Source: an optimization exercise on an open RTL-to-GDS flow (aim: small area). Production flows keep margins and buffers that such runs may drop.
Function was checked by simulation only, so behaviour that the tests miss may differ from the original.
The clock port is modelled as an ideal driver; clocking choices that lean on that would not hold on a real chip.
Power is estimated from default activity; no workload was simulated.

## red
==> flow/design.v <==
module debounce(
    input  btnl,
    input  clk,
    input  stb,      
    input  ph2,      
    input  btn,
    output fire
    );
reg       btn0, btn1, key, rose;
reg [4:0] btn_cnt;
localparam [4:0] C29 = 5'd24, C30 = 5'd16;
assign fire = rose & ph2;
always @(posedge clk or posedge btnl)
begin
    if (btnl)
        begin
            btn0 <= 0;  btn1 <= 0;  btn_cnt <= 0;  key <= 0;
        end
    else if (stb)
        begin
            btn0 <= btn;  btn1 <= btn0;
            if (btn0 ^ btn1)
                btn_cnt <= 0;
            else if (btn_cnt != C30)
                btn_cnt <= {btn_cnt[3:0], ~(btn_cnt[4] ^ btn_cnt[2])};
            if (btn_cnt == C29)
                key <= btn1;
        end
end
always @(posedge clk)
    if (stb)
        rose <= (btn_cnt == C29) & btn1 & ~key;
endmodule
module mch_codec
(
    input   btnl,  
    input   clk,   
    input   btnr,  
    input   btnd,  
    input   [15:0] sw,
    input   rxsd,
    output  reg txsd,
    output  [6:0] seg,
    output  dp,
    output  [3:0] an,
    output  reg [15:0] led
);
assign seg = 7'b1111111;
assign dp  = 1'b0;
reg [4:0] q25p;
reg [1:0] q4p;
localparam [4:0] L0 = 5'd0, L1 = 5'd1, L21 = 5'd22, L22 = 5'd13, L23 = 5'd26, L24 = 5'd20;
wire p99 = (q4p == 2'd3) & (q25p == L24);
wire stb = (q4p == 2'd3) & (q25p == L22);
always @(posedge clk or posedge btnl)
    if (btnl)
        begin q25p <= L21;  q4p <= 2'd3; end
    else if (q25p == L24)
        begin q25p <= L0;  q4p <= q4p + 2'd1; end
    else
        q25p <= {q25p[3:0], ~(q25p[4] ^ q25p[2])};
wire start, lsel_tg;
debounce u_debounce0 (.btnl(btnl), .clk(clk), .stb(stb), .ph2(p99), .btn(btnr), .fire(start));
debounce u_debounce1 (.btnl(btnl), .clk(clk), .stb(stb), .ph2(p99), .btn(btnd), .fire(lsel_tg));
reg lsel;
assign an = {lsel, ~lsel, ~lsel, lsel};
always @(posedge clk or posedge btnl)
    if (btnl)
        lsel <= 1'b0;
    else if (lsel_tg)
        lsel <= ~lsel;
reg [6:0] u;
wire      idle = (u[6:2] == 5'd0);       
always @(posedge clk or posedge btnl)
    if (btnl)
        u <= 0;
    else if (start)
        u <= 4;
    else if (p99 & ~idle)
        u <= (u[6] & u[4] & u[1] & u[0]) ? 7'd0 : u + 1'b1;      
reg [3:0] nib;
reg       sbit;
wire      lt   = (nib < 10);
wire [3:0] low = lt ? nib : nib + 4'd7;
wire      cap  = (q4p == 3) & (q25p == L23) & (u[2:0] == 3'd6);
always @(posedge clk)
    if (cap)
        begin
            sbit <= low[0];
            case (u[4:3])
            2'd3: nib <= sw[15:12];
            2'd0: nib <= sw[11:8];
            2'd1: nib <= sw[7:4];
            default: nib <= sw[3:0];
            endcase
        end
wire [2:0] j = u[2:0];
reg        cbit;
always @*
    case (j)
    3'd0: cbit = 1'b0;
    3'd1: cbit = ~lt;
    3'd2: cbit = lt;
    3'd3: cbit = lt;
    3'd4: cbit = low[3];
    3'd5: cbit = low[2];
    3'd6: cbit = low[1];
    default: cbit = sbit;
    endcase
reg bbit;
always @*
    if (u < 24)         bbit = ~u[1];             
    else if (u < 32)    bbit = (j == 3'd5);       
    else if (u < 64)    bbit = cbit;              
    else                bbit = ~u[1];             
wire sdo = bbit ^ ~q4p[1];
always @(posedge clk or posedge btnl)
    if (btnl)
        txsd <= 1;
    else if ((q25p == L1) & q4p[0])
        begin
            if (idle)           txsd <= 1'b1;
            else if (u < 16)    txsd <= u[1];
            else if (u < 72)    txsd <= sdo;
            else                txsd <= ~u[1];
        end
reg       rd0, rd1, rxing;
reg       chi;
reg [4:0] clo;
reg       pl0, pl1;
reg [7:0] acnt;
reg       bad;         
reg  [6:0] tpd;                  
wire [7:0] rbyte = {tpd, ~rd0};   
wire rR = pl0 & ~pl1;
wire rF = pl1 & ~pl0;
always @(posedge clk or posedge btnl)
    if (btnl)
        begin rd0 <= 1;  rd1 <= 1; end
    else
        begin rd0 <= rxsd;  rd1 <= rd0; end
always @(posedge clk or posedge btnl)
    if (btnl)
        begin rxing <= 0;  chi <= 1; end
    else if (~rxing & rd1 & ~rd0)
        begin rxing <= 1;  chi <= 0; end
    else if (rxing)
        begin
            if (rd0 ^ rd1)
                chi <= 0;
            else if (clo == L24)
                chi <= ~chi;
            if (acnt[7] & acnt[5] & acnt[3] & acnt[1])  rxing <= 0;    
        end
    else
        chi <= 1;
always @(posedge clk)
    if (~rxing | (rd0 ^ rd1) | (clo == L24))
        clo <= L0;
    else
        clo <= {clo[3:0], ~(clo[4] ^ clo[2])};
always @(posedge clk)
    begin pl0 <= chi;  pl1 <= pl0; end
always @(posedge clk)
    if (~rxing)
        acnt <= 0;
    else if (rR)                 
        acnt <= acnt + 1'b1;
always @(posedge clk)
    if (~rxing)
        bad <= 0;
    else if (rR & (((acnt < 24) & (rd0 != acnt[2])) | ((acnt == 8'd38) & (rbyte != 8'hcc))))
        bad <= 1;
reg [3:0] d0, d1, d2, d3;
reg [3:0] v;
reg       x0, x1, cm;
reg [3:0] nb0, nb1, nb2, nb3;
wire       dig   = (rbyte[7:4] == 4'h3) & (rbyte[3:0] < 10);
wire       alp   = (rbyte[7:4] == 4'h4) & (rbyte[3:0] > 0) & (rbyte[3:0] < 7);
wire       rvld  = dig | alp;
wire [3:0] rdec  = rbyte[6] ? rbyte[3:0] + 4'd9 : rbyte[3:0];    
always @(posedge clk)
    if (rR)
        begin
            if (~acnt[0])
                tpd <= rbyte[6:0];
            if (~acnt[7] & (acnt[3:0] == 4'd6))
                case (acnt[5:4])
                2'd0: begin d0 <= rdec;  v[0] <= rvld; end
                2'd1: begin d1 <= rdec;  v[1] <= rvld; end
                2'd2: begin d2 <= rdec;  v[2] <= rvld; end
                2'd3: begin d3 <= rdec;  v[3] <= rvld; end
                endcase
        end
always @(posedge clk or posedge btnl)
    if (btnl)
        begin x0 <= 1;  x1 <= 1;  cm <= 0; end
    else
        begin
            x0 <= pl1;  x1 <= x0;
            cm <= x1 & ~x0 & acnt[7] & ~acnt[4] & acnt[3] & acnt[2] & acnt[1] & ~acnt[0] & ~bad;   
        end
always @(posedge clk or posedge btnl)
    if (btnl)
        begin nb0 <= 0;  nb1 <= 0;  nb2 <= 0;  nb3 <= 0; end
    else if (cm)
        begin
            if (v[0]) nb0 <= d0;
            if (v[1]) nb1 <= d1;
            if (v[2]) nb2 <= d2;
            if (v[3]) nb3 <= d3;
        end
always @(posedge clk or posedge btnl)
    if (btnl)
        led <= 0;
    else if (lsel == 0)
        led <= sw;
    else
        led <= {nb0, nb1, nb2, nb3};
endmodule
==> flow/config.mk <==
export PLATFORM = sky130hd
export DESIGN_NAME = mch_codec
export DESIGN_NICKNAME = mch_codec
export VERILOG_FILES = /design/flow/design.v
export SDC_FILE = /design/flow/constraint.sdc
export NUM_CORES = 4
export LEC_CHECK = 0
export CAP_MARGIN = 20
export CORE_MARGIN = 2
export CORE_UTILIZATION = 50
export GPL_TIMING_DRIVEN = 0
export SLEW_MARGIN = 20
==> flow/constraint.sdc <==
create_clock -name core_clock -period 10.0 [get_ports {clk}]
set_input_delay 2.0000 -clock core_clock [delete_from_list [all_inputs] [get_ports {clk}]]
set_output_delay 2.0000 -clock core_clock [all_outputs]
set_load 0.01 [all_outputs]
standard.sh (not shown) runs the stock make flow with config.mk's settings and CLKGATE_MAP_FILE= SYNTH_SCRIPT=/design/flow/synth_recipe.tcl, a recipe that flattens the netlist after the stock synthesis.
==> flow/flow/run.sh <==
#!/bin/bash
# Layout = the standard ORFS flow (standard.sh), with these changes:
#  - synthesis maps logic with an area-oriented ABC script (flow/area.abc,
#    a 60 s &deepsyn AIG optimization, then area-oriented amap mapping);
#    the synthesis script is otherwise the standard flow's own (synth_recipe.tcl);
#  - ports are buffered with the smallest buffer (buf_1);
#  - CTS inserts no dummy loads, uses clkbuf_4 under a clkbuf_16 root;
#  - tie cells are not split per load;
#  - after CTS, fix_clk.tcl sizes each clock buffer to the smallest clkbuf
#    that keeps the slew at its loads under CLK_SLEW_TARGET.
# Each tool's output goes to its own log file in this folder.
set -euo pipefail
W=$PWD
{ head -n 1 synth_recipe.tcl; cat flow/abc_area.tcl; tail -n +2 synth_recipe.tcl; } > area_synth.tcl
sed "s#SYNTH_SCRIPT=[^ ]*#SYNTH_SCRIPT=$W/area_synth.tcl#" standard.sh > area_standard.sh
grep -q "SYNTH_SCRIPT=$W/area_synth.tcl" area_standard.sh
export AREA_ABC_SCRIPT=$W/flow/area.abc
export BUFFER_PORTS_ARGS="-buffer_cell sky130_fd_sc_hd__buf_1"
export CTS_ARGS="-sink_clustering_enable -repair_clock_nets -root_buf sky130_fd_sc_hd__clkbuf_16 -buf_list sky130_fd_sc_hd__clkbuf_4 -dont_use_dummy_load"
export SKIP_REPAIR_TIE_FANOUT=1
bash area_standard.sh cts > flow_to_cts.log 2>&1
RES_DIR=orfs/results/sky130hd/mch_codec/base CLK_SLEW_TARGET=0.1 \
  openroad -no_init -exit flow/fix_clk.tcl > fix_clk.log 2>&1
bash area_standard.sh > flow_finish.log 2>&1
Other scripts of this flow, unchanged in this note and not shown: flow/flow/abc_area.tcl, flow/flow/area.abc, flow/flow/fix_clk.tcl
The following lists how blue was set up differently from red:
Settings: removing GPL_TIMING_DRIVEN (formerly 0).
## What came out
- Comparing red and blue, number of standard cells in the final layout excluding fillers is higher on red.
- Of red and blue, red shows the lower timing-limited maximum frequency, with blue above it.
- Reported for red and blue, unique cell type count in the Yosys netlist turned out identical to the last digit.
- Diff blue..red | number of buffers inserted by post-CTS setup repair | unchanged
- Summary of blue over red: post-layout minimum cycle time lower, multi-input gate share of the layout cell area higher, total power lower, wire length lower.

==> separate check: timing with driven ports <==
How much do the figures lean on ideal ports? The routed layouts below were timed once more, with nothing changed but the port constraints.
Step 1 assumes that a clkbuf_16 drives the clock port and a buf_2 every other input.
Step 2, shift: input delay + t, output delay - t, t = (earliest + latest rising clock arrival at the registers) / 2. This alone moves slack from input paths to output paths.
Slacks: no drivers / after step 1 / after step 2; pairs: no drivers / after step 1.
run | shift t [ns] | setup slack, ns | hold slack, ns | latest minus earliest clock arrival (ns) | slew at the worst register clock pin (ns)
red | 0.370 | 5.841 / 5.802 / 6.172 | 0.317 / 0.317 / 0.317 | 0.035 / 0.036 | 0.10 / 0.10
blue | 0.377 | 6.005 / 5.968 / 6.345 | 0.318 / 0.318 / 0.318 | 0.027 / 0.028 | 0.10 / 0.10
After both steps every run listed still meets setup and hold.
